This is an optimization exercise on Yosys and OpenROAD, whose aim is small area, a short achievable clock period and few clock cycles per item, not a production implementation.
No functional check of the RTL was part of any run shown here.
Power is estimated from default activity; no workload was simulated.

==> flow/design.v <==
module top(clk, rst, start, i, socin1, socin2, socin3, socin4,
           socout1, socout2, socout3, socout4, outReady);
  input clk, rst, start, i;
  input socin1, socin2, socin3, socin4;
  output socout1, socout2, socout3, socout4;
  output reg outReady;
  reg [5:0] cnt;            
  reg [9:0] rt;             
  reg       colf;           
  reg [12:0] c;             
  reg [9:0]  tpos_lo;       
  reg [1:0]  tpos_hi;
  reg [1:0]  tcar;
  reg [12:0] tneg;          
  reg sh_c, sh_s, tpos_acc, tpos_fin, jcalc, first, r_it, r_init;
  reg m_s, m_n, m_p, horner, out_fix, out_sh;
  wire [12:0] c_n  = sh_c ? {i, c[12:1]} : c;
  wire        ng   = c[12];
  wire        ng_n = c_n[12];
  wire [9:0] sv1, sv2, sv3, sv4;      
  wire q1, q2, q3, q4;                
  wire o1, o2, o3, o4;                
  wire [9:0] all_m, g1, g2, g3, g4;
  genvar m;
  generate for (m = 0; m < 10; m = m + 1) begin : th
    if (m == 0) begin : m0
      assign g1[0] = |sv1[9:1]; assign g2[0] = |sv2[9:1];
      assign g3[0] = |sv3[9:1]; assign g4[0] = |sv4[9:1];
    end else if (m == 9) begin : m9
      assign g1[9] = sv1[9] & |sv1[8:0]; assign g2[9] = sv2[9] & |sv2[8:0];
      assign g3[9] = sv3[9] & |sv3[8:0]; assign g4[9] = sv4[9] & |sv4[8:0];
    end else begin : mm
      assign g1[m] = |sv1[9:m+1] | (sv1[m] & |sv1[m-1:0]);
      assign g2[m] = |sv2[9:m+1] | (sv2[m] & |sv2[m-1:0]);
      assign g3[m] = |sv3[9:m+1] | (sv3[m] & |sv3[m-1:0]);
      assign g4[m] = |sv4[9:m+1] | (sv4[m] & |sv4[m-1:0]);
    end
    assign all_m[m] = (g1[m] | !g1[0]) & (g2[m] | !g2[0]) & (g3[m] | !g3[0]) & (g4[m] | !g4[0]);
  end endgenerate
  wire [9:0] r0 = all_m & ~{1'b0, all_m[9:1]};    
  reg  [9:0] r0q;           
  always @(posedge clk) r0q <= jcalc ? r0 : 10'd0;
  wire in_rec = (cnt >= 6'd13) & (cnt <= 6'd15);
  wire init   = (cnt == 6'd15) & (!ng | ((rt == 10'd0) & !colf));
  wire itf    = in_rec & (rt != 10'd0) & !init;
  wire [5:0] cnt_n = (cnt == 6'd0) ? {5'd0, start} :
                     (cnt == 6'd15) ? (init ? 6'd24 : 6'd15) :
                     (cnt == 6'd48) ? 6'd0 : cnt + 6'd1;
  wire [9:0] rt_n = jcalc ? {1'b1, ~all_m[9:1]} : itf ? {rt[8:0], 1'b0} : rt;
  wire colf_n = itf;
  wire in_rec_n = (cnt_n >= 6'd13) & (cnt_n <= 6'd15);
  wire rcnz_n   = jcalc | (itf ? |rt[8:0] : |rt);
  wire init_n   = (cnt_n == 6'd15) & (!ng_n | (!rcnz_n & !colf_n));
  wire itf_n    = in_rec_n & rcnz_n & !init_n;
  always @(posedge clk) begin
    rt       <= rt_n;
    colf     <= colf_n;
  end
  always @(posedge clk) begin
    if (rst) begin
      cnt <= 6'd0;
      {sh_c, sh_s, tpos_acc, tpos_fin, jcalc, first, r_it, r_init} <= 8'd0;
      {m_s, m_n, m_p, horner, out_fix, out_sh, outReady} <= 7'd0;
    end else begin
    cnt      <= cnt_n;
    sh_c     <= (cnt_n >= 6'd2)  & (cnt_n <= 6'd14);
    sh_s     <= (cnt_n >= 6'd2)  & (cnt_n <= 6'd11);
    tpos_acc <= (cnt_n >= 6'd3)  & (cnt_n <= 6'd12);
    tpos_fin <= (cnt_n == 6'd12);
    jcalc    <= (cnt_n == 6'd12);
    r_it     <= itf_n | ((cnt_n >= 6'd24) & (cnt_n <= 6'd34));
    r_init   <= init_n;
    first    <= jcalc;
    m_s      <= itf_n;
    m_n      <= ng_n & (cnt_n >= 6'd15) & !itf_n;
    m_p      <= !ng_n & (cnt_n >= 6'd15);
    horner   <= (cnt_n >= 6'd24) & (cnt_n <= 6'd35);
    out_fix  <= (cnt_n == 6'd36);
    out_sh   <= (cnt_n >= 6'd37) & (cnt_n <= 6'd47);
    outReady <= (cnt_n >= 6'd36) & (cnt_n <= 6'd47);
    end
  end
  always @(posedge clk) c <= c_n;
  wire [2:0] ssum = sv1[9] + sv2[9] + sv3[9] + sv4[9] + tcar;
  always @(posedge clk) begin
    if (sh_c & !tpos_acc) tcar <= 2'd0;
    else if (tpos_acc) begin
      tcar <= ssum[2:1];
      tpos_lo <= {ssum[0], tpos_lo[9:1]};
      if (tpos_fin) tpos_hi <= ssum[2:1];
    end
  end
  wire [2:0] pc  = q1 + q2 + q3 + q4;
  wire [2:0] pco = o1 + o2 + o3 + o4;
  reg [12:0] tinit;         
  integer b;
  always @(*) begin
    tinit = 13'd0;
    for (b = 0; b < 10; b = b + 1)
      tinit = tinit | (({10'd0, pco} << b) & {13{r0q[b]}});
  end
  always @(posedge clk) begin
    if (first) tneg <= tinit;
    else if (colf) tneg <= {tneg[11:0], 1'b0} + {10'd0, pc};
  end
  wire [12:0] T = ({13{m_n}} & tneg) | ({13{m_p}} & {1'b0, tpos_hi, tpos_lo});
  UNIT u1(clk, socin1, sh_s, jcalc, r0q, r_it, r_init, colf, m_s, horner, out_fix, out_sh, ng, c, T, sv1, q1, o1, socout1);
  UNIT u2(clk, socin2, sh_s, jcalc, r0q, r_it, r_init, colf, m_s, horner, out_fix, out_sh, ng, c, T, sv2, q2, o2, socout2);
  UNIT u3(clk, socin3, sh_s, jcalc, r0q, r_it, r_init, colf, m_s, horner, out_fix, out_sh, ng, c, T, sv3, q3, o3, socout3);
  UNIT u4(clk, socin4, sh_s, jcalc, r0q, r_it, r_init, colf, m_s, horner, out_fix, out_sh, ng, c, T, sv4, q4, o4, socout4);
endmodule
module UNIT(clk, sin, sh_s, jcalc, r0, r_it, r_init, qcol, m_s, horner, out_fix, out_sh, ng, c, T,
            s, qr, one, out);
  input clk, sin, sh_s, jcalc, r_it, r_init, qcol, m_s, horner, out_fix, out_sh, ng;
  input [9:0] r0;
  input [12:0] c;
  input [12:0] T;
  output [9:0] s;
  output qr, out;
  output reg one;           
  reg [24:0] S;             
  reg [13:0] R;             
  assign s = S[24:15];
  reg    valq;              
  always @(posedge clk) if (jcalc) begin one <= (s == 10'd1); valq <= |s[9:1]; end
  assign out = S[11];
  wire q  = !R[13];                   
  assign qr = q & valq;
  wire [12:0] M   = m_s ? {3'b000, s} : T;
  wire [10:0] w   = ng ? {one, S[9:0]} : {1'b0, s};
  wire [13:0] X   = r_init ? {3'b000, w} : {R[12:0] | {3'b000, r0}, 1'b0};
  wire        sub = r_init | q;
  wire [14:0] Rs  = {X, 1'b1} + {{1'b0, M} ^ {14{sub}}, sub};    
  wire [13:0] Rn  = Rs[14:1];
  always @(posedge clk) R <= jcalc ? 14'd0 : Rn;
  reg  [1:0]  d;
  wire [14:0] lo  = {1'b0, S[12:0], 1'b0} + {2'b00, c & {13{q}}};
  wire        sc  = q & c[12];
  wire [11:0] dh  = {9'd0, d, 1'b0} - {11'd0, sc};    
  wire [11:0] hi  = {S[23:13], 1'b0} + dh;
  wire [11:0] hf  = S[24:13] + {10'd0, d};
  always @(posedge clk) begin
    if (r_init) d <= 2'd0;
    else if (horner) d <= lo[14:13];
  end
  always @(posedge clk) begin
    if (horner) S <= {hi, lo[12:0]};
    else if (sh_s) S[24:15] <= {sin, S[24:16]};
    else if (r_init) S <= 25'd0;
    else if (jcalc) S[9:0] <= 10'd0;
    else if (qcol) S[9:0] <= {S[8:0], qr};
    else if (out_fix) S <= {hf[11], hf, S[12:1]};
    else if (out_sh) S <= {S[24], S[24:1]};
  end
endmodule
==> flow/run.sh <==
#!/bin/bash
# synth_recipe.tcl (not shown) runs the flow's synth.tcl, then flattens the netlist and writes it again
# the make line also repeats each setting of config.mk as NAME=value (left out here)
make -C /OpenROAD-flow-scripts/flow DESIGN_CONFIG=/design/flow/config.mk WORK_HOME=/design/flow/orfs CLKGATE_MAP_FILE= SYNTH_SCRIPT=/design/flow/synth_recipe.tcl finish
==> flow/config.mk <==
export PLATFORM = sky130hd
export DESIGN_NAME = top
export DESIGN_NICKNAME = top
export VERILOG_FILES = /design/flow/design.v
export SDC_FILE = /design/flow/constraint.sdc
export NUM_CORES = 4
export LEC_CHECK = 0
export CAP_MARGIN = 20
export CORE_MARGIN = 2
export CORE_UTILIZATION = 40
export CTS_BUF_LIST = sky130_fd_sc_hd__clkbuf_4 sky130_fd_sc_hd__clkbuf_8
export CTS_CLUSTER_SIZE = 30
export PLACE_DENSITY = 0.6
export SETUP_SLACK_MARGIN = 2.0
export SLEW_MARGIN = 20
==> flow/constraint.sdc <==
create_clock -name core_clock -period 5.0 [get_ports {clk}]
set_input_delay 1.0000 -clock core_clock [delete_from_list [all_inputs] [get_ports {clk}]]
set_output_delay 1.0000 -clock core_clock [all_outputs]
set_load 0.01 [all_outputs]
==> results of run 1 <==
## flip-flops by register name, summed over array words and instances, names as in the netlist, 13 cells and up
register	flops
c	13
tneg	13
u1.R	14
u1.S	25
u2.R	14
u2.S	25
u3.R	14
u3.S	25
u4.R	14
u4.S	25
## cell usage after synthesis, types with 5 or more instances
library cell and n:
sky130_fd_sc_hd__nand3_1 56, sky130_fd_sc_hd__nor2_1 179, sky130_fd_sc_hd__ha_1 159, sky130_fd_sc_hd__dfxtp_1 98, sky130_fd_sc_hd__edfxtp_1 154, sky130_fd_sc_hd__nor2b_1 84
sky130_fd_sc_hd__clkbuf_1 95, sky130_fd_sc_hd__a21oi_1 195, sky130_fd_sc_hd__a31oi_1 23, sky130_fd_sc_hd__nor4_1 13, sky130_fd_sc_hd__and2_1 10, sky130_fd_sc_hd__or3_1 22
sky130_fd_sc_hd__nand4_1 16, sky130_fd_sc_hd__inv_1 116, sky130_fd_sc_hd__nand2b_1 25, sky130_fd_sc_hd__nor3_1 105, sky130_fd_sc_hd__a21o_1 37, sky130_fd_sc_hd__o21bai_1 30
sky130_fd_sc_hd__and3_1 28, sky130_fd_sc_hd__a211oi_1 8, sky130_fd_sc_hd__a222oi_1 9, sky130_fd_sc_hd__mux2i_1 93, sky130_fd_sc_hd__a31o_2 5, sky130_fd_sc_hd__buf_1 14
sky130_fd_sc_hd__a221oi_1 11, sky130_fd_sc_hd__xor2_1 76, sky130_fd_sc_hd__a41oi_1 10, sky130_fd_sc_hd__o211a_1 5, sky130_fd_sc_hd__nor3b_1 6, sky130_fd_sc_hd__o22ai_1 70
sky130_fd_sc_hd__o31ai_1 9, sky130_fd_sc_hd__o21ai_0 85, sky130_fd_sc_hd__o21a_1 17, sky130_fd_sc_hd__o211ai_1 15, sky130_fd_sc_hd__fa_1 18, sky130_fd_sc_hd__nand2_1 131
sky130_fd_sc_hd__xnor2_1 151
## final cells by class
cell class,instances,area (um2),area share (%)
clock buffer,73,867,3.67
multi-input combinational,1762,13200,56.0
tap,664,831,3.52
timing repair buffer,163,1490,6.30
sequential,252,6630,28.1
inverter,117,442,1.87
clock inverter,14,124,0.525
## final timing paths
path	endpoint	slack [ns]	depth (start not counted)
hold / removal	tpos_lo[6]	0.46	0
hold reg to reg	tpos_lo[6]	0.46	0
setup reg to reg	u2.S[18]	1.87	17
setup / recovery	u2.S[18]	1.87	17
## power breakdown
group,total [mW],internal (mW),switching (mW)
Clock,2.21,1.21,1.00
Sequential,2.75,2.56,0.187
Combinational,7.21,3.39,3.82
Total,12.2,7.16,5.01
## cells by family (layout without fill, tap and decap cells)
kind of cell             after synthesis  in the layout  share of synthesized area [%]
XOR/XNOR                             227            227                           10.0
flip-flops                           252            252                           33.3
multiplexers                          97             97                           4.93
AO/OA/AOI/OAI                        565            566                           18.1
adder cells (fa/ha/maj)              177            177                           11.9
buffers and inverters                231            367                           4.46
AND/OR/NAND/NOR                      695            695                           17.3
## metal layers
layer	global-route usage, %	wire length [um]	vias up
met4	13.3	3530	0
met2	42.3	31600	762
met3	3.58	5500	194
li1	-	-	8349
met5	0	0	-
met1	34.7	28800	8829
## layout by cell type, fill, tap and decap left out, types with 14 or more instances in the layout
cell                         n
sky130_fd_sc_hd__a21oi_1   158
sky130_fd_sc_hd__mux2i_1    87
sky130_fd_sc_hd__ha_1      148
sky130_fd_sc_hd__inv_1     113
sky130_fd_sc_hd__nand4_1    16
sky130_fd_sc_hd__xnor2_1   149
sky130_fd_sc_hd__and3_1     28
sky130_fd_sc_hd__nor3_1    105
sky130_fd_sc_hd__nand2_1   130
sky130_fd_sc_hd__edfxtp_1  154
sky130_fd_sc_hd__or3_1      22
sky130_fd_sc_hd__clkbuf_8   51
sky130_fd_sc_hd__xor2_1     72
sky130_fd_sc_hd__nand2b_1   24
sky130_fd_sc_hd__nand3_1    55
sky130_fd_sc_hd__a21oi_2    35
sky130_fd_sc_hd__dfxtp_1    83
sky130_fd_sc_hd__a21o_1     37
sky130_fd_sc_hd__nor2_1    176
sky130_fd_sc_hd__clkbuf_4   22
sky130_fd_sc_hd__buf_4     124
sky130_fd_sc_hd__nor2b_1    68
sky130_fd_sc_hd__o22ai_1    70
sky130_fd_sc_hd__a31oi_1    20
sky130_fd_sc_hd__o211ai_1   15
sky130_fd_sc_hd__o21bai_1   30
sky130_fd_sc_hd__o21ai_0    71
sky130_fd_sc_hd__buf_6      14
sky130_fd_sc_hd__o21a_1     17
## per-stage QoR
stage | instance area, um2 | cells | total power, mW
5_1_grt | 23600 | 3045 | 13.0
3_3_place_gp | 20600 | 2836 | 8.47
3_5_place_dp | 20600 | 2836 | 8.57
6_report | 23600 | 3045 | 12.2
4_1_cts | 22400 | 2965 | 11.2
2_1_floorplan | 19800 | 2244 | 7.41
## timing repair
item                                    in CTS  in global routing
gates cloned                                 1                  2
endpoints found under the setup margin      81                 68
buffers inserted                            41                 78
pin swaps                                   18                 88
gates resized for setup                     94                114
==> results.ini, run 1 <==
[routing]
vias=18134
ant_nets=0
route.final.wire_length_um=69400
post_detailed_route_drc_marker_count=0
wl_per_cell_um=22.8
dr.pass1.iters=5
routed_via_density=5.96
number_of_drc_markers_in_iteration_0=1806

[yosys]
synth-seq-cells=252
post_syn_area_um2=19800
synth_edf_count=154
average_cell_area_after_synthesis_um2=8.82
post_synth_top_area_share_pct=23.4
library_cells_used_by_synthesis=70
leading_cell_types_by_total_area_after_synthesis=sky130_fd_sc_hd__edfxtp_1, sky130_fd_sc_hd__ha_1, sky130_fd_sc_hd__dfxtp_1
number_of_instances_in_the_synthesized_netlist=2244
seq_area_frac_synth_pct=33.3
synth-warning-count=2
synth-async-reset-ratio_pct=0
synth_top_area_cell=sky130_fd_sc_hd__edfxtp_1
synth_flop_cell=sky130_fd_sc_hd__edfxtp_1

[sta]
number_of_failing_hold_endpoints_at_the_final_stage=0
finalWorstSetupSlack_ns=1.87
final-max-slew-violation-count=0
finalWorstPathRequiredPeriod_ns=3.13
final_setup_viols=0
min_period_over_period_pct=62.7
finClkSkew_ns=0.0374
timing.max_slew.rel_slack_pct=24.7
fin_setup_tns_ns=0
clock.fmax_mhz=319
finalHoldWorstSlack_ns=0.459
setup_repair_after_global_routing_missed_its_margin=yes
timing_worst_slew_pin_value_ns=1.13

[die]
num_io_pins=13
die-width_um=226
std_cell_rows=81
core_area_um2=48800
starting_density_of_the_core_pct=40.5
die_area_um2=51300
dieHeight_um=226

[run]
drv.max_cap_violation_count=0

[layout]
syn2layout_area_growth_pct=19.3
post_route_cells_drive_above_1_share_pct=17.1
n_fill_cell=4645
antenna_cells=0
post-route-util_pct=48.3
num-nets-final=2528

[critical_path]
crit_family=buffers and inverters
r2r-start=c[12]
critPathRequiredTime_ns=5.37
timing.critical_path.fanout_max=8
timing.critical_path.slowest_stage_cell=sky130_fd_sc_hd__dfxtp_4
cp_num_buf_inv=9
cpMostUsedCell=sky130_fd_sc_hd__buf_6
setup.worst_path.class=reg2reg
crit_path_cell_trace=nor2b_4 > ha_4 > inv_1 > ha_4 > fa_2 > a21o_1 > a21oi_2 > buf_4 > buf_4 > buf_6 > buf_4 > buf_6 > buf_6 > buf_6 > buf_6 > xnor2_2 > o22ai_1
cpPeakStageDelay_ns=0.48
end_kind=flop
worstPathArrival_ns=3.51
critical_path_start=c[12]
cp-start-kind=flop

[global_route]
grt_antenna_before_repair=0
number_of_global_route_vias_before_repair=17609
global_route_wire_length_before_repair_um=102000
grt_use_total_pct=26.3
grt_overflow=0
grt_max_degree=86

[clocking]
clk_transition_reported_paths_ns=0.07
numCtsBuffers=47
cts-root-buf=sky130_fd_sc_hd__clkbuf_8
tritoncts=yes
clk_latency_ns=0.67
clock-sinks=252
cts-root-to-sink-buffers=3
cts_hold_buf=0
number_of_levels_the_h_tree_was_split_into=2

[placement]
dpl_worst_slack_ns=1.11
place.gp.congestion=0.960
dp.final_hpwl_um=47900
io_buffer_count=12

[power_and_ir_drop]
power.density_nw_per_um2=515
p_leak_nw=9.19
max-vdd-ir-drop_v=0.000297

[outcome]
run_status=complete, no violations

[worst_hold_path]
min-delay-start=tpos_lo[7]
hp-class=reg2reg

==> run 2: changes to the inputs <==
--- a/flow/config.mk
+++ b/flow/config.mk
@@ -9,6 +9,4 @@
 export CORE_MARGIN = 2
 export CORE_UTILIZATION = 40
-export CTS_BUF_LIST = sky130_fd_sc_hd__clkbuf_4 sky130_fd_sc_hd__clkbuf_8
-export CTS_CLUSTER_SIZE = 30
 export PLACE_DENSITY = 0.6
 export SETUP_SLACK_MARGIN = 2.0
==> results.ini, run 2 <==
[outcome]
run_status=complete, no violations  ; unchanged

[layout]
n_fill_cell=4634  ; was 4645
num-nets-final=2501  ; was 2528
post_route_cells_drive_above_1_share_pct=15.2  ; was 17.1%
final-seq-area_um2=6630  ; unchanged
final-instance-count-excl-fill=3006  ; was 3045
syn2layout_area_growth_pct=18.8  ; was 19.3%
layout_commonest_cell=sky130_fd_sc_hd__nor2_1  ; unchanged
post-route-util_pct=48.1  ; was 48.3%
multi_input_logic_area_um2=13200  ; about the same
mostFrequentLayoutCells=sky130_fd_sc_hd__nor2_1, sky130_fd_sc_hd__a21oi_1, sky130_fd_sc_hd__edfxtp_1, sky130_fd_sc_hd__ha_1, sky130_fd_sc_hd__xnor2_1  ; was sky130_fd_sc_hd__nor2_1, sky130_fd_sc_hd__a21oi_1, sky130_fd_sc_hd__edfxtp_1, sky130_fd_sc_hd__xnor2_1, sky130_fd_sc_hd__ha_1

[global_route]
grt_use_total_pct=26.0  ; was 26.3%
grt_antenna_before_repair=3  ; was 0
grt_max_degree=86  ; unchanged
global_route_wire_length_before_repair_um=102000  ; about the same
grt_overflow=0  ; unchanged
number_of_global_route_vias_before_repair=17380  ; was 17.6k

[routing]
wl_per_cell_um=23.0  ; was 22.8 um
route.final.wire_length_um=69200  ; was 69400 um
ant_nets=0  ; unchanged
post_detailed_route_drc_marker_count=0  ; unchanged
routed_via_density=5.97  ; was 5.96
dr.pass1.iters=6  ; was 5
vias=17934  ; was 18.1k
number_of_drc_markers_in_iteration_0=1626  ; was 1806

[sta]
number_of_failing_hold_endpoints_at_the_final_stage=0  ; unchanged
finalWorstPathRequiredPeriod_ns=3.12  ; was 3.13 ns
final_setup_viols=0  ; unchanged
finalWorstSetupSlack_ns=1.88  ; was 1.87 ns
setup_repair_after_global_routing_missed_its_margin=yes  ; unchanged
min_period_over_period_pct=62.4  ; was 62.7%
clock.fmax_mhz=321  ; was 319 MHz
finClkSkew_ns=0.0159  ; was 0.0374 ns
timing.max_slew.rel_slack_pct=27.2  ; was 24.7%
final-max-slew-violation-count=0  ; unchanged
timing_worst_slew_pin_value_ns=1.09  ; was 1.13 ns
fin_setup_tns_ns=0  ; unchanged

[clocking]
cts-root-to-sink-buffers=3  ; unchanged
numCtsBuffers=31  ; was 47
tritoncts=yes  ; unchanged
cts-root-buf=sky130_fd_sc_hd__clkbuf_16  ; was sky130_fd_sc_hd__clkbuf_8
clk_transition_reported_paths_ns=0.06  ; was 0.07 ns
number_of_levels_the_h_tree_was_split_into=1  ; was 2
clk_latency_ns=0.61  ; was 0.67 ns
clock-sinks=252  ; unchanged

[yosys]
post_synth_top_area_share_pct=23.4  ; unchanged
number_of_instances_in_the_synthesized_netlist=2244  ; unchanged
synth_edf_count=154  ; unchanged
leading_cell_types_by_total_area_after_synthesis=sky130_fd_sc_hd__edfxtp_1, sky130_fd_sc_hd__ha_1, sky130_fd_sc_hd__dfxtp_1  ; unchanged
library_cells_used_by_synthesis=70  ; unchanged
synth-seq-cells=252  ; unchanged
synth_flop_cell=sky130_fd_sc_hd__edfxtp_1  ; unchanged
post_syn_area_um2=19800  ; unchanged
synthMostInstantiatedCell=sky130_fd_sc_hd__a21oi_1  ; unchanged
synth_top_area_cell=sky130_fd_sc_hd__edfxtp_1  ; unchanged
netlist_top_cells_count=sky130_fd_sc_hd__a21oi_1, sky130_fd_sc_hd__nor2_1, sky130_fd_sc_hd__ha_1, sky130_fd_sc_hd__edfxtp_1, sky130_fd_sc_hd__xnor2_1  ; unchanged
synth-async-reset-ratio_pct=0  ; unchanged
average_cell_area_after_synthesis_um2=8.82  ; unchanged
seq_area_frac_synth_pct=33.3  ; unchanged
synth-warning-count=2  ; unchanged

[worst_hold_path]
hp-class=reg2reg  ; unchanged

[critical_path]
ff2ff_setup_slack_ns=1.88  ; was 1.87 ns
cp-start-kind=flop  ; unchanged
timing.critical_path.fanout_max=8  ; unchanged
end_kind=flop  ; unchanged
setup.worst_path.class=reg2reg  ; unchanged
worstPathArrival_ns=3.44  ; was 3.51 ns
critPathRequiredTime_ns=5.33  ; was 5.37 ns

[placement]
dp_cells=2836  ; unchanged
dpl_worst_slack_ns=1.11  ; unchanged
io_buffer_count=12  ; unchanged
dp.final_hpwl_um=47900  ; unchanged
place.gp.congestion=0.960  ; unchanged

[die]
die-width_um=226  ; unchanged
die_area_um2=51300  ; unchanged
core_area_um2=48800  ; unchanged
starting_density_of_the_core_pct=40.5  ; unchanged
num_io_pins=13  ; unchanged
dieHeight_um=226  ; unchanged
std_cell_rows=81  ; unchanged

[power_and_ir_drop]
max-vdd-ir-drop_v=0.000382  ; was 0.000297 V
p_leak_nw=9.11  ; was 9.19 nW
power.density_nw_per_um2=521  ; was 515 nW/um2
power_mw=12.2  ; about the same

[run]
drv.max_cap_violation_count=0  ; unchanged

-- run 2: cell counts after synthesis --
No cell type changed its count.
-- run 2: critical path, stage by stage (launching register included) --
cell	delay (ns)
sky130_fd_sc_hd__dfxtp_4	0.47
sky130_fd_sc_hd__nor2b_4	0.32
sky130_fd_sc_hd__ha_4	0.17
sky130_fd_sc_hd__inv_2	0.03
sky130_fd_sc_hd__ha_4	0.15
sky130_fd_sc_hd__fa_2	0.36
sky130_fd_sc_hd__a21o_1	0.21
sky130_fd_sc_hd__a21oi_2	0.18
sky130_fd_sc_hd__o21bai_1	0.11
sky130_fd_sc_hd__a21oi_2	0.17
sky130_fd_sc_hd__o21bai_1	0.11
sky130_fd_sc_hd__a31oi_1	0.24
sky130_fd_sc_hd__mux2i_1	0.21
sky130_fd_sc_hd__o211ai_1	0.11
-- run 2: area by class of cell --
cell class | instances | share of cell area (%)
Multi-Input combinational cell | 1762 | 56.0
Sequential cell | 252 | 28.2
Timing Repair Buffer | 152 | 5.91
Clock buffer | 43 | 3.89
Tap cell | 664 | 3.53
Inverter | 117 | 1.87
Clock inverter | 15 | 0.570
Antenna cell | 1 | 0.0106
-- run 2: logic make-up (layout without fill, tap and decap cells) --
logic type / after synthesis / count (layout) / share of synthesized area [%]
buf+inv: 231 / 327 / 4.46
xor+xnor: 227 / 227 / 10.0
fa+ha+maj: 177 / 177 / 11.9
mux: 97 / 97 / 4.93
flops: 252 / 252 / 33.3
simple gates: 695 / 695 / 17.3
other cells: 0 / 1 / 0
compound gates: 565 / 566 / 18.1
-- run 2: metal layers --
layer	track usage (%)	routed length, um	vias to the layer above
met5	0	11	-
met2	42.5	31800	690
li1	-	-	8284
met1	34.7	29000	8779
met3	3.21	5200	179
met4	11.1	3210	2
-- run 2: repair_timing --
| item | in CTS | in global routing |
|---|---|---|
| setup buffers | 37 | 70 |
| pin swaps | 18 | 75 |
| endpoints found under the setup margin | 79 | 67 |
| hold buffers | 0 | 0 |
| gates cloned | 1 | 3 |
| gates resized for setup | 86 | 118 |
-- run 2: worst paths after layout --
check,from,endpoint,depth (start not counted)
worst min register to register,tpos_lo[7],tpos_lo[6],0
worst max-delay path,c[12],u2.S[24],13
worst max register to register,c[12],u2.S[24],13
worst min-delay path,tpos_lo[7],tpos_lo[6],0
-- run 2: per-stage QoR --
step / hold slack, ns / area, um2
after global routing: 0.487 / 23500
final: 0.459 / 23500
after global placement: 0.431 / 20600
after floorplan: 0.403 / 19800
after detailed placement: 0.441 / 20600
after CTS: 0.454 / 22400
-- run 2: power breakdown --
group	switching, mW	internal, mW
Sequential	0.185	2.56
Combinational	3.82	3.31
Clock	0.998	1.38
==> run 3: changes to the inputs <==
--- a/flow/design.v
+++ b/flow/design.v
@@ -127,5 +127,5 @@
   wire q  = !R[13];                   
   assign qr = q & valq;
-  wire [12:0] M   = m_s ? {3'b000, s} : T;
+  wire [12:0] M   = ({13{m_s}} & {3'b000, s}) | T;
   wire [10:0] w   = ng ? {one, S[9:0]} : {1'b0, s};
   wire [13:0] X   = r_init ? {3'b000, w} : {R[12:0] | {3'b000, r0}, 1'b0};
@@ -135,20 +135,19 @@
   always @(posedge clk) R <= jcalc ? 14'd0 : Rn;
   reg  [1:0]  d;
+  reg         sp;
   wire [14:0] lo  = {1'b0, S[12:0], 1'b0} + {2'b00, c & {13{q}}};
-  wire        sc  = q & c[12];
-  wire [11:0] dh  = {9'd0, d, 1'b0} - {11'd0, sc};    
-  wire [11:0] hi  = {S[23:13], 1'b0} + dh;
-  wire [11:0] hf  = S[24:13] + {10'd0, d};
+  wire [11:0] e   = sp ? ((d == 2'd0) ? 12'hfff : {10'd0, d - 2'd1}) : {10'd0, d};
+  wire [11:0] hx  = S[24:13] + e;
   always @(posedge clk) begin
-    if (r_init) d <= 2'd0;
-    else if (horner) d <= lo[14:13];
+    if (r_init) begin d <= 2'd0; sp <= 1'b0; end
+    else if (horner) begin d <= lo[14:13]; sp <= q & c[12]; end
   end
   always @(posedge clk) begin
-    if (horner) S <= {hi, lo[12:0]};
+    if (horner) S <= {hx[10:0], 1'b0, lo[12:0]};
     else if (sh_s) S[24:15] <= {sin, S[24:16]};
     else if (r_init) S <= 25'd0;
     else if (jcalc) S[9:0] <= 10'd0;
     else if (qcol) S[9:0] <= {S[8:0], qr};
-    else if (out_fix) S <= {hf[11], hf, S[12:1]};
+    else if (out_fix) S <= {hx[11], hx, S[12:1]};
     else if (out_sh) S <= {S[24], S[24:1]};
   end
==> results.ini, run 3 <==
[sta]
number_of_failing_hold_endpoints_at_the_final_stage=0  ; unchanged
timing_worst_slew_pin_value_ns=0.939  ; was 1.09 ns
fin_setup_tns_ns=0  ; unchanged
finClkSkew_ns=0.0155  ; was 0.0159 ns
timing.max_slew.rel_slack_pct=37.4  ; was 27.2%
finalWorstPathRequiredPeriod_ns=3.20  ; was 3.12 ns
clock.fmax_mhz=312  ; was 321 MHz
final_setup_viols=0  ; unchanged
setup_repair_after_global_routing_missed_its_margin=yes  ; unchanged
min_period_over_period_pct=64.1  ; was 62.4%
final-max-slew-violation-count=0  ; unchanged

[die]
dieHeight_um=227  ; was 226 um
num_io_pins=13  ; unchanged
std_cell_rows=81  ; unchanged
die_area_um2=51400  ; was 51300 um2
core_area_um2=49000  ; was 48800 um2
starting_density_of_the_core_pct=40.5  ; about the same
die-width_um=227  ; was 226 um

[yosys]
number_of_instances_in_the_synthesized_netlist=2247  ; was 2244
leading_cell_types_by_total_area_after_synthesis=sky130_fd_sc_hd__edfxtp_1, sky130_fd_sc_hd__dfxtp_1, sky130_fd_sc_hd__ha_1  ; was sky130_fd_sc_hd__edfxtp_1, sky130_fd_sc_hd__ha_1, sky130_fd_sc_hd__dfxtp_1
synth-warning-count=2  ; unchanged
synth_edf_count=150  ; was 154
seq_area_frac_synth_pct=33.4  ; was 33.3%
netlist_top_cells_count=sky130_fd_sc_hd__a21oi_1, sky130_fd_sc_hd__nor2_1, sky130_fd_sc_hd__nand2_1, sky130_fd_sc_hd__ha_1, sky130_fd_sc_hd__edfxtp_1  ; was sky130_fd_sc_hd__a21oi_1, sky130_fd_sc_hd__nor2_1, sky130_fd_sc_hd__ha_1, sky130_fd_sc_hd__edfxtp_1, sky130_fd_sc_hd__xnor2_1
synth-seq-cells=256  ; was 252
synth_top_area_cell=sky130_fd_sc_hd__edfxtp_1  ; unchanged
synth-async-reset-ratio_pct=0  ; unchanged
post_syn_area_um2=19800  ; about the same
library_cells_used_by_synthesis=87  ; was 70
synth_flop_cell=sky130_fd_sc_hd__edfxtp_1  ; unchanged
synthMostInstantiatedCell=sky130_fd_sc_hd__a21oi_1  ; unchanged
post_synth_top_area_share_pct=22.7  ; was 23.4%
average_cell_area_after_synthesis_um2=8.82  ; about the same

[critical_path]
ff2ff_setup_slack_ns=1.80  ; was 1.88 ns
end_kind=flop  ; unchanged
timing.critical_path.fanout_max=2  ; was 8
setup.worst_path.class=reg2reg  ; unchanged
worstPathArrival_ns=3.51  ; was 3.44 ns
cp-start-kind=flop  ; unchanged
critPathRequiredTime_ns=5.31  ; was 5.33 ns

[placement]
place.gp.congestion=0.922  ; was 0.960
io_buffer_count=12  ; unchanged
dp.final_hpwl_um=46300  ; was 47900 um

[layout]
post-route-util_pct=46.5  ; was 48.1%
layout_commonest_cell=sky130_fd_sc_hd__nor2_1  ; unchanged
mostFrequentLayoutCells=sky130_fd_sc_hd__nor2_1, sky130_fd_sc_hd__a21oi_1, sky130_fd_sc_hd__nand2_1, sky130_fd_sc_hd__edfxtp_1, sky130_fd_sc_hd__ha_1  ; was sky130_fd_sc_hd__nor2_1, sky130_fd_sc_hd__a21oi_1, sky130_fd_sc_hd__edfxtp_1, sky130_fd_sc_hd__ha_1, sky130_fd_sc_hd__xnor2_1
syn2layout_area_growth_pct=14.7  ; was 18.8%
post_route_cells_drive_above_1_share_pct=12.7  ; was 15.2%
num-nets-final=2452  ; was 2501
n_fill_cell=4693  ; was 4634

[clocking]
cts-root-buf=sky130_fd_sc_hd__clkbuf_16  ; unchanged
clock-sinks=256  ; was 252
number_of_levels_the_h_tree_was_split_into=2  ; was 1
numCtsBuffers=34  ; was 31
clk_latency_ns=0.56  ; was 0.61 ns
tritoncts=yes  ; unchanged
cts_hold_buf=0  ; unchanged
clk_transition_reported_paths_ns=0.06  ; about the same
cts-root-to-sink-buffers=3  ; unchanged

[global_route]
grt_use_total_pct=24.8  ; was 26.0%
global_route_wire_length_before_repair_um=97700  ; was 102000 um
global_route.usage.met1_pct=33.3  ; was 34.7%
grt_overflow=0  ; unchanged
grt.met3_usage_pct=4.28  ; was 3.21%
number_of_global_route_vias_before_repair=16741  ; was 17.4k
globalRoute.busiestLayer=met2  ; unchanged
grt_antenna_before_repair=4  ; was 3
grt_util_met2_pct=39.4  ; was 42.5%
grt_max_degree=52  ; was 86

[power_and_ir_drop]
p_leak_nw=8.93  ; was 9.11 nW
power_mw=11.0  ; was 12.2 mW
max-vdd-ir-drop_v=0.000242  ; was 0.000382 V
power.density_nw_per_um2=485  ; was 521 nW/um2

[routing]
routed_via_density=5.99  ; was 5.97
ant_nets=0  ; unchanged
number_of_drc_markers_in_iteration_0=1813  ; was 1626
route.final.wire_length_um=64900  ; was 69200 um
wl_per_cell_um=21.9  ; was 23.0 um
dr.pass1.iters=8  ; was 6
post_detailed_route_drc_marker_count=0  ; unchanged
vias=17773  ; was 17.9k

[outcome]
run_status=complete, no violations  ; unchanged

[run]
drv.max_cap_violation_count=0  ; unchanged

[worst_hold_path]
hp-class=reg2reg  ; unchanged

[run 3: critical path, stage by stage (launching register included)]
cell and delay, ns:
sky130_fd_sc_hd__dfxtp_2 0.33, sky130_fd_sc_hd__inv_2 0.05, sky130_fd_sc_hd__ha_4 0.16, sky130_fd_sc_hd__nor2_2 0.09, sky130_fd_sc_hd__nor2_1 0.05, sky130_fd_sc_hd__ha_2 0.18
sky130_fd_sc_hd__fa_2 0.35, sky130_fd_sc_hd__a21o_1 0.17, sky130_fd_sc_hd__a21oi_2 0.14, sky130_fd_sc_hd__nor2_1 0.07, sky130_fd_sc_hd__o31a_1 0.26, sky130_fd_sc_hd__or4_4 0.44
sky130_fd_sc_hd__a31oi_4 0.22, sky130_fd_sc_hd__xnor2_2 0.10, sky130_fd_sc_hd__a221o_1 0.35
[run 3: cell type report]
cell class	instances	area [um2]	area share (%)
Multi-Input combinational cell	1809	13000	57.0
Sequential cell	256	6670	29.3
Clock buffer	50	1000	4.42
Timing Repair Buffer	110	965	4.24
Tap cell	664	831	3.65
Inverter	63	239	1.05
Clock inverter	11	72.6	0.319
Antenna cell	2	5.00	0.0220
[run 3: worst paths after layout]
| kind | start | to | cells after the start |
|---|---|---|---|
| setup / recovery | u1.d[0] | u1.S[22] | 14 |
| hold / removal | tpos_lo[8] | tpos_lo[7] | 0 |
| setup reg to reg | u1.d[0] | u1.S[22] | 14 |
| hold reg to reg | tpos_lo[8] | tpos_lo[7] | 0 |
[run 3: timing repair]
action                                  in CTS  in global routing
pin swaps                                    9                 48
endpoints found under the setup margin      48                 57
gates cloned                                 0                  0
hold endpoints to repair                     0                  0
buffers inserted                            29                 38
resized for setup                           56                 95
[run 3: power by group]
group	internal (mW)	switching, mW	leakage (nW)	total [mW]
registers	2.57	0.163	2.24	2.74
clock network	1.40	0.990	0.527	2.39
logic	2.69	3.22	6.17	5.92
total	6.67	4.38	8.93	11.0
[run 3: cell families (layout without fill, tap and decap cells)]
kind of cell | Yosys count | count (layout) | synth area share, %
multiplexers | 110 | 110 | 5.58
other | 0 | 2 | 0
flip-flops | 256 | 256 | 33.4
AO/OA/AOI/OAI | 634 | 634 | 20.4
XOR/XNOR | 187 | 187 | 8.26
adder cells (fa/ha/maj) | 170 | 170 | 11.3
AND/OR/NAND/NOR | 708 | 708 | 17.6
buffers and inverters | 182 | 234 | 3.51
[run 3: stage by stage]
stage | hold slack (ns) | setup slack [ns] | std cells | cell area (um2)
after CTS | 0.451 | 1.78 | 2925 | 22100
after global routing | 0.454 | 1.67 | 2963 | 22700
after global placement | 0.429 | 1.43 | 2835 | 20600
final | 0.447 | 1.80 | 2965 | 22700
after floorplan | 0.403 | 1.94 | 2247 | 19900
after detailed placement | 0.436 | 1.39 | 2835 | 20600
[run 3: layer usage]
metal	up-vias	wire length [um]
li1	8324	-
met1	8616	27900
met2	681	29200
met3	148	5170
met4	4	2600
met5	-	32
==> run 4: changes to the inputs <==
--- a/flow/config.mk
+++ b/flow/config.mk
@@ -10,4 +10,4 @@
 export CORE_UTILIZATION = 40
 export PLACE_DENSITY = 0.6
-export SETUP_SLACK_MARGIN = 2.0
+export SETUP_SLACK_MARGIN = 2.4
 export SLEW_MARGIN = 20
==> results.ini, run 4 <==
[sta]
finClkSkew_ns=0.0307  ; was 0.0155 ns
final-max-slew-violation-count=0  ; unchanged
clock.fmax_mhz=318  ; was 312 MHz
number_of_failing_hold_endpoints_at_the_final_stage=0  ; unchanged
fin_setup_tns_ns=0  ; unchanged
setup_repair_after_global_routing_missed_its_margin=yes  ; unchanged
final_setup_viols=0  ; unchanged
min_period_over_period_pct=62.8  ; was 64.1%
timing.max_slew.rel_slack_pct=36.5  ; was 37.4%
finalWorstPathRequiredPeriod_ns=3.14  ; was 3.20 ns
timing_worst_slew_pin_value_ns=0.951  ; was 0.939 ns

[critical_path]
critical_path_start=u1.d[0]  ; unchanged
worstSetupEndpoint=u1.S[22]  ; unchanged
cp-start-kind=flop  ; unchanged
r2r-start=u1.d[0]  ; unchanged
timing.critical_path.fanout_max=2  ; unchanged
end_kind=flop  ; unchanged
critPathRequiredTime_ns=5.31  ; about the same
cpMostUsedCell=sky130_fd_sc_hd__nor2_2  ; was sky130_fd_sc_hd__nor2_1
crit_path_cell_trace=inv_2 > ha_4 > nor2_2 > nor2_1 > ha_2 > fa_2 > a21o_1 > a21oi_2 > nor2_2 > o31a_1 > or4_4 > a31oi_4 > xnor2_2 > a221o_1  ; was inv_2 > ha_4 > nor2_2 > nor2_1 > ha_2 > fa_2 > a21o_1 > a21oi_2 > nor2_1 > o31a_1 > or4_4 > a31oi_4 > xnor2_2 > a221o_1
worstPathArrival_ns=3.45  ; was 3.51 ns
ff2ff_setup_slack_ns=1.86  ; was 1.80 ns
timing.critical_path.slowest_stage_cell=sky130_fd_sc_hd__or4_4  ; unchanged
reg2reg_depth=14  ; unchanged
cpPeakStageDelay_ns=0.44  ; about the same
r2r-end=u1.S[22]  ; unchanged
setup.worst_path.class=reg2reg  ; unchanged

[clocking]
numCtsBuffers=35  ; was 34
clock-sinks=256  ; unchanged
tritoncts=yes  ; unchanged
clk_latency_ns=0.56  ; about the same
cts-root-buf=sky130_fd_sc_hd__clkbuf_16  ; unchanged
clk_transition_reported_paths_ns=0.06  ; about the same
cts_hold_buf=0  ; unchanged
cts-root-to-sink-buffers=3  ; unchanged
number_of_levels_the_h_tree_was_split_into=2  ; unchanged

[die]
core_area_um2=49000  ; unchanged
die_area_um2=51400  ; unchanged
std_cell_rows=81  ; unchanged
die-width_um=227  ; unchanged
num_io_pins=13  ; unchanged
dieHeight_um=227  ; unchanged
starting_density_of_the_core_pct=40.5  ; unchanged

[routing]
ant_nets=0  ; unchanged
vias=18619  ; was 17.8k
post_detailed_route_drc_marker_count=0  ; unchanged
number_of_drc_markers_in_iteration_0=1643  ; was 1813
route.final.wire_length_um=70300  ; was 64900 um
dr.pass1.iters=8  ; unchanged
routed_via_density=5.93  ; was 5.99
wl_per_cell_um=22.4  ; was 21.9 um

[yosys]
synth_top_area_cell=sky130_fd_sc_hd__edfxtp_1  ; unchanged
synth-async-reset-ratio_pct=0  ; unchanged
number_of_instances_in_the_synthesized_netlist=2247  ; unchanged
library_cells_used_by_synthesis=87  ; unchanged
synth_edf_count=150  ; unchanged
synth-seq-cells=256  ; unchanged
synthMostInstantiatedCell=sky130_fd_sc_hd__a21oi_1  ; unchanged
synth-warning-count=2  ; unchanged
synth_flop_cell=sky130_fd_sc_hd__edfxtp_1  ; unchanged
post_syn_area_um2=19800  ; unchanged
leading_cell_types_by_total_area_after_synthesis=sky130_fd_sc_hd__edfxtp_1, sky130_fd_sc_hd__dfxtp_1, sky130_fd_sc_hd__ha_1  ; unchanged
netlist_top_cells_count=sky130_fd_sc_hd__a21oi_1, sky130_fd_sc_hd__nor2_1, sky130_fd_sc_hd__nand2_1, sky130_fd_sc_hd__ha_1, sky130_fd_sc_hd__edfxtp_1  ; unchanged
average_cell_area_after_synthesis_um2=8.82  ; unchanged
post_synth_top_area_share_pct=22.7  ; unchanged
seq_area_frac_synth_pct=33.4  ; unchanged

[run]
drv.max_cap_violation_count=0  ; unchanged

[power_and_ir_drop]
max-vdd-ir-drop_v=0.000256  ; was 0.000242 V
p_leak_nw=10.2  ; was 8.93 nW
power.density_nw_per_um2=493  ; was 485 nW/um2

[placement]
post_place_cell_area_um2=20700  ; was 20600 um2
dp.final_hpwl_um=46600  ; was 46300 um
io_buffer_count=12  ; unchanged
place.gp.congestion=0.883  ; was 0.922

[layout]
antenna_cells=0  ; was 2
fin_area_um2=25800  ; was 22700 um2
n_fill_cell=4353  ; was 4693
layout_commonest_cell=sky130_fd_sc_hd__buf_4  ; was sky130_fd_sc_hd__nor2_1
mostFrequentLayoutCells=sky130_fd_sc_hd__buf_4, sky130_fd_sc_hd__nor2_1, sky130_fd_sc_hd__nand2_1, sky130_fd_sc_hd__edfxtp_1, sky130_fd_sc_hd__a21oi_1  ; was sky130_fd_sc_hd__nor2_1, sky130_fd_sc_hd__a21oi_1, sky130_fd_sc_hd__nand2_1, sky130_fd_sc_hd__edfxtp_1, sky130_fd_sc_hd__ha_1
post_route_cells_drive_above_1_share_pct=27.6  ; was 12.7%
syn2layout_area_growth_pct=30.0  ; was 14.7%
num-nets-final=2627  ; was 2452

[global_route]
grt_max_degree=65  ; was 52
grt_antenna_before_repair=0  ; was 4
grt_overflow=0  ; unchanged
number_of_global_route_vias_before_repair=17511  ; was 16.7k
grt_use_total_pct=26.1  ; was 24.8%
global_route_wire_length_before_repair_um=102000  ; was 97700 um

[outcome]
run_status=complete, no violations  ; unchanged

[worst_hold_path]
hp-class=reg2reg  ; unchanged

## run 4: cell counts after synthesis
Identical to the previous run, type by type.
## run 4: cell type report
class	count	area [um2]	share of cell area, %
Clock buffer	54	1080	4.20
Inverter	63	244	0.947
Tap cell	664	831	3.22
Multi-Input combinational cell	1809	14400	55.8
Clock inverter	9	51.3	0.199
Timing Repair Buffer	284	2480	9.62
Sequential cell	256	6690	26.0
## run 4: worst min path at each step
stage / from / slack [ns] / endpoint / depth (start not counted)
2_1_floorplan: c[12] / 0.41 / c[11] / 0
3_3_place_gp: tpos_lo[7] / 0.43 / tpos_lo[6] / 0
3_5_place_dp: tpos_lo[2] / 0.44 / tpos_lo[1] / 0
4_1_cts: tpos_lo[7] / 0.45 / tpos_lo[6] / 0
5_1_grt: tpos_lo[7] / 0.46 / tpos_lo[6] / 0
6_report: tpos_lo[7] / 0.46 / tpos_lo[6] / 0
## run 4: where the power goes
group          internal (mW)  switching [mW]
clock network           1.49            1.01
logic                   3.64            3.81
registers               2.58           0.165
total                   7.71            4.98
## run 4: per-layer routing
metal / global-route usage [%] / share of wire, %
met1: 35.1 / 42
met2: 42.3 / 46
met3: 3.50 / 7.3
met4: 10.3 / 4.3
met5: 0 / 0
## run 4: worst max-delay path: cells and delay by family (launching register included)
family | cells | cell delay (ns)
simple gates | 4 | 0.64
compound gates | 5 | 1.12
buf+inv | 1 | 0.05
flops | 1 | 0.34
xor+xnor | 1 | 0.09
fa+ha+maj | 3 | 0.67
## run 4: metrics by stage
stage / power [mW] / instances / hold WS (ns) / util (%) / worst slack, ns
after CTS: 11.5 / 3025 / 0.447 / 48.5 / 1.84
after floorplan: 7.16 / 2247 / 0.409 / - / 1.94
after global routing: 13.5 / 3139 / 0.463 / 52.7 / 1.75
final: 12.7 / 3139 / 0.456 / 52.7 / 1.86
after detailed placement: 8.09 / 2832 / 0.438 / 42.3 / 1.23
after global placement: 8.01 / 2832 / 0.431 / 42.3 / 1.28
## run 4: kinds of logic (layout without fill, tap and decap cells)
group	Yosys count	in the layout	synth area share [%]
adders and majority gates	170	170	11.3
xor gates and xnor gates	187	187	8.26
muxes	110	110	5.58
DFF	256	256	33.4
and+or+nand+nor	708	708	17.6
buffers and inverters	182	410	3.51
AOI/OAI and AO/OA	634	634	20.4
## run 4: timing repair
item                                    in CTS  in global routing
buffers inserted                           129                113
cloned                                       1                  1
pin swaps                                   72                167
endpoints found under the setup margin     215                153
endpoints found under the hold margin        0                  0
gates resized for setup                    211                248
==> run 5: changes to the inputs <==
--- a/flow/design.v
+++ b/flow/design.v
@@ -100,7 +100,10 @@
       tinit = tinit | (({10'd0, pco} << b) & {13{r0q[b]}});
   end
+  wire [12:0] tsum;
+  PADD #(12) tadd(.a(tneg[11:0]), .b({10'd0, pc[2:1]}), .ci(1'b0), .s(tsum[12:1]), .co());
+  assign tsum[0] = pc[0];
   always @(posedge clk) begin
     if (first) tneg <= tinit;
-    else if (colf) tneg <= {tneg[11:0], 1'b0} + {10'd0, pc};
+    else if (colf) tneg <= tsum;
   end
   wire [12:0] T = ({13{m_n}} & tneg) | ({13{m_p}} & {1'b0, tpos_hi, tpos_lo});
@@ -131,12 +134,15 @@
   wire [13:0] X   = r_init ? {3'b000, w} : {R[12:0] | {3'b000, r0}, 1'b0};
   wire        sub = r_init | q;
-  wire [14:0] Rs  = {X, 1'b1} + {{1'b0, M} ^ {14{sub}}, sub};    
-  wire [13:0] Rn  = Rs[14:1];
+  wire [13:0] Rn;
+  PADD #(14) radd(.a(X), .b({1'b0, M} ^ {14{sub}}), .ci(sub), .s(Rn), .co());
   always @(posedge clk) R <= jcalc ? 14'd0 : Rn;
   reg  [1:0]  d;
   reg         sp;
-  wire [14:0] lo  = {1'b0, S[12:0], 1'b0} + {2'b00, c & {13{q}}};
+  wire [14:0] lo;
+  PADD #(14) ladd(.a({1'b0, S[12:0]}), .b({2'b00, c[12:1] & {12{q}}}), .ci(1'b0), .s(lo[14:1]), .co());
+  assign lo[0] = c[0] & q;
   wire [11:0] e   = sp ? ((d == 2'd0) ? 12'hfff : {10'd0, d - 2'd1}) : {10'd0, d};
-  wire [11:0] hx  = S[24:13] + e;
+  wire [11:0] hx;
+  PADD #(12) hadd(.a(S[24:13]), .b(e), .ci(1'b0), .s(hx), .co());
   always @(posedge clk) begin
     if (r_init) begin d <= 2'd0; sp <= 1'b0; end
@@ -153,2 +159,45 @@
   end
 endmodule
+module PADD #(parameter N = 8) (a, b, ci, s, co);
+  input  [N-1:0] a, b;
+  input  ci;
+  output [N-1:0] s;
+  output co;
+  localparam L = $clog2(N + 1);
+  wire [N:0] g [0:L];
+  wire [N:0] p [0:L];
+  assign g[0][0] = ci;
+  assign p[0][0] = 1'b0;
+  assign g[0][N:1] = a & b;
+  assign p[0][N:1] = a ^ b;
+  genvar l, i;
+  generate for (l = 0; l < L; l = l + 1) begin : lv
+    for (i = 0; i <= N; i = i + 1) begin : cl
+      if (((i >> l) & 1) == 1) begin : mrg
+        localparam J = ((i >> l) << l) - 1;
+        if (J < (1 << l)) begin : gray
+          PG_G u(.gh(g[l][i]), .ph(p[l][i]), .gl(g[l][J]), .g(g[l+1][i]));
+          assign p[l+1][i] = 1'b0;
+        end else begin : black
+          PG_B u(.gh(g[l][i]), .ph(p[l][i]), .gl(g[l][J]), .pl(p[l][J]), .g(g[l+1][i]), .p(p[l+1][i]));
+        end
+      end else begin : pass
+        assign g[l+1][i] = g[l][i];
+        assign p[l+1][i] = p[l][i];
+      end
+    end
+  end endgenerate
+  assign s  = p[0][N:1] ^ g[L][N-1:0];
+  assign co = g[L][N];
+endmodule
+module PG_G(gh, ph, gl, g);
+  input gh, ph, gl;
+  output g;
+  assign g = gh | (ph & gl);
+endmodule
+module PG_B(gh, ph, gl, pl, g, p);
+  input gh, ph, gl, pl;
+  output g, p;
+  assign g = gh | (ph & gl);
+  assign p = ph & pl;
+endmodule
--- a/flow/config.mk
+++ b/flow/config.mk
@@ -10,4 +10,4 @@
 export CORE_UTILIZATION = 40
 export PLACE_DENSITY = 0.6
-export SETUP_SLACK_MARGIN = 2.4
+export SETUP_SLACK_MARGIN = 2.0
 export SLEW_MARGIN = 20
==> results.ini, run 5 <==
[sta]
number_of_failing_hold_endpoints_at_the_final_stage=0  ; unchanged
final-max-slew-violation-count=0  ; unchanged
finalWorstPathRequiredPeriod_ns=3.09  ; was 3.14 ns
timing_worst_slew_pin_value_ns=0.937  ; was 0.951 ns
clock.fmax_mhz=324  ; was 318 MHz
fin_setup_tns_ns=0  ; unchanged
setup_repair_after_global_routing_missed_its_margin=yes  ; unchanged
final_setup_viols=0  ; unchanged
finClkSkew_ns=0.0235  ; was 0.0307 ns
min_period_over_period_pct=61.7  ; was 62.8%
timing.max_slew.rel_slack_pct=37.5  ; was 36.5%

[layout]
syn2layout_area_growth_pct=18.1  ; was 30.0%
mostFrequentLayoutCells=sky130_fd_sc_hd__nor2_1, sky130_fd_sc_hd__edfxtp_1, sky130_fd_sc_hd__nand2_1, sky130_fd_sc_hd__a21oi_1, sky130_fd_sc_hd__ha_1  ; was sky130_fd_sc_hd__buf_4, sky130_fd_sc_hd__nor2_1, sky130_fd_sc_hd__nand2_1, sky130_fd_sc_hd__edfxtp_1, sky130_fd_sc_hd__a21oi_1
n_fill_cell=4470  ; was 4353
multi_input_logic_area_um2=12500  ; was 14400 um2
layout_commonest_cell=sky130_fd_sc_hd__nor2_1  ; was sky130_fd_sc_hd__buf_4
num-nets-final=2373  ; was 2627
final-seq-area_um2=6670  ; was 6690 um2
post_route_cells_drive_above_1_share_pct=16.2  ; was 27.6%

[power_and_ir_drop]
max-vdd-ir-drop_v=0.000301  ; was 0.000256 V
power.density_nw_per_um2=446  ; was 493 nW/um2
p_leak_nw=8.72  ; was 10.2 nW
power_mw=10.0  ; was 12.7 mW

[die]
dieHeight_um=222  ; was 227 um
num_io_pins=13  ; unchanged
std_cell_rows=80  ; was 81
starting_density_of_the_core_pct=40.2  ; was 40.5%
core_area_um2=47400  ; was 49000 um2
die-width_um=222  ; was 227 um
die_area_um2=49500  ; was 51400 um2

[critical_path]
cpMostUsedCell=sky130_fd_sc_hd__and3_4  ; was sky130_fd_sc_hd__nor2_2
r2r-start=u2.valq  ; was u1.d[0]
cpPeakStageDelay_ns=0.49  ; was 0.44 ns
setup.worst_path.class=reg2reg  ; unchanged
timing.critical_path.fanout_max=3  ; was 2
timing.critical_path.slowest_stage_cell=sky130_fd_sc_hd__fa_1  ; was sky130_fd_sc_hd__or4_4
cp-start-kind=flop  ; unchanged
crit_path_cell_trace=nor2b_4 > fa_1 > ha_2 > ha_4 > ha_4 > a21oi_2 > nor2b_2 > and3_4 > and3_4 > and3_4 > nand3_2 > xor2_1 > nor2_1  ; was inv_2 > ha_4 > nor2_2 > nor2_1 > ha_2 > fa_2 > a21o_1 > a21oi_2 > nor2_2 > o31a_1 > or4_4 > a31oi_4 > xnor2_2 > a221o_1
worstPathArrival_ns=3.40  ; was 3.45 ns
critical_path_start=u2.valq  ; was u1.d[0]
critPathRequiredTime_ns=5.32  ; was 5.31 ns
end_kind=flop  ; unchanged

[clocking]
cts-root-to-sink-buffers=3  ; unchanged
cts_hold_buf=0  ; unchanged
cts-root-buf=sky130_fd_sc_hd__clkbuf_16  ; unchanged
tritoncts=yes  ; unchanged
number_of_levels_the_h_tree_was_split_into=1  ; was 2
clk_latency_ns=0.60  ; was 0.56 ns
clock-sinks=256  ; unchanged
clk_transition_reported_paths_ns=0.06  ; about the same
numCtsBuffers=31  ; was 35

[global_route]
grt_use_total_pct=24.6  ; was 26.1%
global_route_wire_length_before_repair_um=94200  ; was 102000 um
grt_antenna_before_repair=1  ; was 0
grt_max_degree=47  ; was 65
number_of_global_route_vias_before_repair=16286  ; was 17.5k
grt_overflow=0  ; unchanged

[run]
drv.max_cap_violation_count=0  ; unchanged

[routing]
ant_nets=0  ; unchanged
route.final.wire_length_um=63000  ; was 70300 um
post_detailed_route_drc_marker_count=0  ; unchanged
dr.pass1.iters=7  ; was 8
routed_via_density=5.91  ; was 5.93
number_of_drc_markers_in_iteration_0=1495  ; was 1643
vias=16591  ; was 18.6k
wl_per_cell_um=22.4  ; about the same

[yosys]
post_synth_top_area_share_pct=23.6  ; was 22.7%
synth-async-reset-ratio_pct=0  ; unchanged
synth_flop_cell=sky130_fd_sc_hd__edfxtp_1  ; unchanged
leading_cell_types_by_total_area_after_synthesis=sky130_fd_sc_hd__edfxtp_1, sky130_fd_sc_hd__dfxtp_1, sky130_fd_sc_hd__ha_1  ; unchanged
synth_top_area_cell=sky130_fd_sc_hd__edfxtp_1  ; unchanged
synth-seq-cells=256  ; unchanged
average_cell_area_after_synthesis_um2=9.03  ; was 8.82 um2
synth_edf_count=150  ; unchanged
seq_area_frac_synth_pct=34.7  ; was 33.4%
number_of_instances_in_the_synthesized_netlist=2113  ; was 2247
library_cells_used_by_synthesis=76  ; was 87
post_syn_area_um2=19100  ; was 19800 um2
synth-warning-count=4  ; was 2
synthMostInstantiatedCell=sky130_fd_sc_hd__nor2_1  ; was sky130_fd_sc_hd__a21oi_1
netlist_top_cells_count=sky130_fd_sc_hd__nor2_1, sky130_fd_sc_hd__a21oi_1, sky130_fd_sc_hd__ha_1, sky130_fd_sc_hd__nand2_1, sky130_fd_sc_hd__edfxtp_1  ; was sky130_fd_sc_hd__a21oi_1, sky130_fd_sc_hd__nor2_1, sky130_fd_sc_hd__nand2_1, sky130_fd_sc_hd__ha_1, sky130_fd_sc_hd__edfxtp_1

[worst_hold_path]
min-delay-start=tpos_lo[8]  ; was tpos_lo[7]
hp-class=reg2reg  ; unchanged

[outcome]
run_status=complete, no violations  ; unchanged

[placement]
dp.final_hpwl_um=43400  ; was 46600 um
place.gp.congestion=0.917  ; was 0.883
io_buffer_count=12  ; unchanged

[run 5: repair_timing]
action | in CTS | in global routing
pin swaps | 24 | 54
gates resized for setup | 86 | 114
cloned | 0 | 2
endpoints found under the setup margin | 103 | 81
setup buffers | 49 | 48
[run 5: final cells by class]
cell class | instances | area share, %
Antenna cell | 1 | 0.0111
Sequential cell | 256 | 29.6
Timing Repair Buffer | 136 | 5.20
Tap cell | 615 | 3.42
Multi-Input combinational cell | 1652 | 55.7
Inverter | 91 | 1.55
Clock buffer | 45 | 4.13
Clock inverter | 13 | 0.439
[run 5: worst paths after layout]
| kind | endpoint | depth (start not counted) | slack, ns |
|---|---|---|---|
| worst max-delay path | tneg[12] | 13 | 1.91 |
| worst min-delay path | tpos_lo[7] | 0 | 0.48 |
| worst max register to register | tneg[12] | 13 | 1.91 |
| worst min register to register | tpos_lo[7] | 0 | 0.48 |
[run 5: where the power goes]
part | total [mW] | internal (mW) | leakage [nW] | switching, mW
registers | 2.74 | 2.56 | 2.23 | 0.186
clock network | 2.30 | 1.34 | 0.519 | 0.964
logic | 4.99 | 2.35 | 5.98 | 2.64
[run 5: kinds of logic after synthesis]
kind of cell	after synthesis	synth area share, %
adders and majority gates	197	14.6
and+or+nand+nor	711	18.0
AOI/OAI and AO/OA	498	16.7
buffers and inverters	206	4.12
muxes	94	4.96
DFF	256	34.7
xor gates and xnor gates	151	6.93
[run 5: metrics by stage]
stage	instance area [um2]	worst slack (ns)	instances	utilization [%]	hold slack [ns]
after global routing	22500	1.82	2808	47.5	0.496
after detailed placement	19800	1.42	2651	41.7	0.451
after CTS	21500	1.94	2758	45.4	0.478
after global placement	19800	1.47	2651	41.7	0.446
after floorplan	19100	2.00	2113	-	0.427
final	22500	1.91	2809	47.5	0.477
[run 5: per-layer routing]
| metal | routed length [um] | global-route usage, % | share of wire, % | up-vias |
|---|---|---|---|---|
| li1 | - | - | - | 7737 |
| met1 | 26600 | 32.7 | 42 | 8047 |
| met2 | 28300 | 38.9 | 45 | 664 |
| met3 | 4940 | 4.09 | 7.8 | 143 |
| met4 | 3150 | 11.7 | 5.0 | 0 |
| met5 | 0 | 0 | 0 | - |
[run 5: critical path: cells and delay by family, from the launching register on]
| kind | cells | cell delay, ns |
|---|---|---|
| compound gates | 1 | 0.05 |
| simple gates | 7 | 1.06 |
| xor+xnor | 1 | 0.14 |
| flops | 1 | 0.44 |
| fa+ha+maj | 4 | 1.12 |
==> run 6: changes to the inputs <==
--- a/flow/config.mk
+++ b/flow/config.mk
@@ -10,4 +10,6 @@
 export CORE_UTILIZATION = 40
 export PLACE_DENSITY = 0.6
-export SETUP_SLACK_MARGIN = 2.0
+export SETUP_SLACK_MARGIN = 2.2
 export SLEW_MARGIN = 20
+export SYNTH_HIERARCHICAL = 1
+export SYNTH_MINIMUM_KEEP_SIZE = 0
==> results.ini, run 6 <==
[outcome]
run_status=complete, no violations  ; unchanged

[clocking]
clk_latency_ns=0.60  ; about the same
number_of_levels_the_h_tree_was_split_into=1  ; unchanged
cts-root-buf=sky130_fd_sc_hd__clkbuf_16  ; unchanged
clock-sinks=256  ; unchanged
numCtsBuffers=31  ; unchanged
cts-root-to-sink-buffers=3  ; unchanged
tritoncts=yes  ; unchanged
clk_transition_reported_paths_ns=0.06  ; about the same
cts_hold_buf=0  ; unchanged

[sta]
final_setup_viols=0  ; unchanged
fin_setup_tns_ns=0  ; unchanged
finalWorstPathRequiredPeriod_ns=3.03  ; was 3.09 ns
finClkSkew_ns=0.0326  ; was 0.0235 ns
final-max-slew-violation-count=0  ; unchanged
clock.fmax_mhz=330  ; was 324 MHz
number_of_failing_hold_endpoints_at_the_final_stage=0  ; unchanged
min_period_over_period_pct=60.5  ; was 61.7%
timing.max_slew.rel_slack_pct=39.8  ; was 37.5%
finalWorstSetupSlack_ns=1.97  ; was 1.91 ns
timing_worst_slew_pin_value_ns=0.901  ; was 0.937 ns
setup_repair_after_global_routing_missed_its_margin=yes  ; unchanged

[yosys]
number_of_instances_in_the_synthesized_netlist=2298  ; was 2113
average_cell_area_after_synthesis_um2=9.51  ; was 9.03 um2
post_syn_area_um2=21800  ; was 19100 um2
synth-warning-count=10  ; was 4

[power_and_ir_drop]
p_leak_nw=11.3  ; was 8.72 nW
power.density_nw_per_um2=449  ; was 446 nW/um2
max-vdd-ir-drop_v=0.000350  ; was 0.000301 V
power_mw=10.9  ; was 10.0 mW

[critical_path]
setup.worst_path.class=reg2reg  ; unchanged
cp-start-kind=flop  ; unchanged
cpMostUsedCell=sky130_fd_sc_hd__a21o_1  ; was sky130_fd_sc_hd__and3_4
timing.critical_path.fanout_max=15  ; was 3
crit_path_cell_trace=nor2b_4 > inv_2 > fa_1 > inv_2 > ha_4 > ha_4 > ha_4 > a21o_1 > a21o_1 > a21o_1 > a21o_1 > xor2_1 > nor2_1 > a21oi_1  ; was nor2b_4 > fa_1 > ha_2 > ha_4 > ha_4 > a21oi_2 > nor2b_2 > and3_4 > and3_4 > and3_4 > nand3_2 > xor2_1 > nor2_1
crit_family=adder cells  ; unchanged
critPathRequiredTime_ns=5.29  ; was 5.32 ns
worstPathArrival_ns=3.31  ; was 3.40 ns
cpPeakStageDelay_ns=0.50  ; was 0.49 ns
timing.critical_path.slowest_stage_cell=sky130_fd_sc_hd__fa_1  ; unchanged
cp_num_buf_inv=2  ; was 0
end_kind=flop  ; unchanged

[placement]
dp.final_hpwl_um=42800  ; was 43400 um
place.gp.congestion=0.897  ; was 0.917
dp_cells=2917  ; was 2651
dpl_worst_slack_ns=1.56  ; was 1.42 ns
io_buffer_count=12  ; unchanged

[run]
drv.max_cap_violation_count=0  ; unchanged

[global_route]
global_route_wire_length_before_repair_um=94900  ; was 94200 um
grt_antenna_before_repair=3  ; was 1
grt.met3_usage_pct=2.39  ; was 4.09%
grt_util_met2_pct=34.5  ; was 38.9%
globalRoute.busiestLayer=met2  ; unchanged
global_route.usage.met1_pct=29.1  ; was 32.7%
grt_max_degree=49  ; was 47
grt_overflow=0  ; unchanged
number_of_global_route_vias_before_repair=16668  ; was 16.3k
grt_use_total_pct=21.2  ; was 24.6%

[die]
num_io_pins=13  ; unchanged
die-width_um=238  ; was 222 um
core_area_um2=53900  ; was 47400 um2
std_cell_rows=85  ; was 80
dieHeight_um=238  ; was 222 um
starting_density_of_the_core_pct=40.5  ; was 40.2%
die_area_um2=56500  ; was 49500 um2

[routing]
number_of_drc_markers_in_iteration_0=1235  ; was 1495
vias=17199  ; was 16.6k
dr.pass1.iters=5  ; was 7
post_detailed_route_drc_marker_count=0  ; unchanged
ant_nets=0  ; unchanged
wl_per_cell_um=20.4  ; was 22.4 um
route.final.wire_length_um=61400  ; was 63000 um
routed_via_density=5.71  ; was 5.91

[layout]
syn2layout_area_growth_pct=10.9  ; was 18.1%
multi_input_logic_area_um2=14900  ; was 12500 um2
num-nets-final=2485  ; was 2373
mostFrequentLayoutCells=sky130_fd_sc_hd__a21o_1, sky130_fd_sc_hd__xor2_1, sky130_fd_sc_hd__ha_1, sky130_fd_sc_hd__edfxtp_1, sky130_fd_sc_hd__and2_1  ; was sky130_fd_sc_hd__nor2_1, sky130_fd_sc_hd__edfxtp_1, sky130_fd_sc_hd__nand2_1, sky130_fd_sc_hd__a21oi_1, sky130_fd_sc_hd__ha_1
post_route_cells_drive_above_1_share_pct=12.3  ; was 16.2%
post-route-util_pct=44.9  ; was 47.5%
layout_commonest_cell=sky130_fd_sc_hd__a21o_1  ; was sky130_fd_sc_hd__nor2_1
antenna_cells=0  ; was 1
final-seq-area_um2=6680  ; was 6670 um2
n_fill_cell=4958  ; was 4470
final-instance-count-excl-fill=3010  ; was 2809

[worst_hold_path]
hp-class=reg2reg  ; unchanged

## run 6: metrics by stage
step / area (um2) / hold slack [ns]
after floorplan: 22000 / 0.428
after global placement: 22300 / 0.431
after detailed placement: 22300 / 0.442
after CTS: 23600 / 0.442
after global routing: 24200 / 0.463
final: 24200 / 0.443
## run 6: layout make-up
type	instances	area share [%]
sequential	256	27.6
tap	696	3.59
multi-input combinational	1900	61.4
inverter	37	0.573
clock inverter	18	0.764
timing repair buffer	63	2.54
clock buffer	40	3.59
## run 6: final timing paths
kind,start,slack [ns],cells after the start,end
worst max-delay path,u4.R[13],1.97,14,tneg[10]
worst max register to register,u4.R[13],1.97,14,tneg[10]
worst min register to register,tpos_lo[2],0.44,0,tpos_lo[1]
worst min-delay path,tpos_lo[2],0.44,0,tpos_lo[1]
## run 6: layer usage
metal / vias to the layer above / routed length [um]
li1: 8265 / -
met1: 8407 / 28400
met2: 421 / 28000
met3: 106 / 3010
met4: 0 / 2020
met5: - / 0
## run 6: power breakdown
group | switching (mW) | internal, mW | leakage [nW] | total [mW]
Combinational | 2.80 | 2.89 | 8.55 | 5.69
Sequential | 0.218 | 2.62 | 2.24 | 2.84
Clock | 0.972 | 1.38 | 0.513 | 2.35
Total | 3.99 | 6.89 | 11.3 | 10.9
## run 6: repair_timing
action,in CTS,in global routing
pin swaps,14,18
buffers inserted,13,22
gates cloned,0,0
endpoints found under the setup margin,88,59
resized for setup,59,56

==> re-timing with driven ports <==
No port has a modelled driver above. Below, the same layouts with a new extraction and two added sets of constraints. Step 1: set_driving_cell puts a clkbuf_16 on clk and a buf_2 on each other input, an assumption about the parent block. Step 2 adds t to the input delays and takes it off the output delays; t is the mean of the earliest and latest rising clock arrival at the registers after step 1. Input paths then give back, and output paths get back, about the clock's delay inside the block. Three values: ideal, step 1, step 2; two values: the first two.
run	t, ns	setup slack, ns	worst setup path after step 2	clock arrival spread, ns	pins driven straight from the clock port
run 1	0.701	1.866 / 1.866 / 1.866	register to register	0.037 / 0.038	1
run 2	0.660	1.881 / 1.881 / 1.881	register to register	0.016 / 0.016	1
run 3	0.603	1.796 / 1.796 / 1.796	register to register	0.017 / 0.017	1
run 4	0.605	1.859 / 1.859 / 1.859	register to register	0.031 / 0.031	1
run 5	0.645	1.914 / 1.914 / 1.914	register to register	0.024 / 0.023	1
run 6	0.647	1.974 / 1.974 / 1.974	register to register	0.034 / 0.034	1
After both steps setup and hold are still met in every run listed.
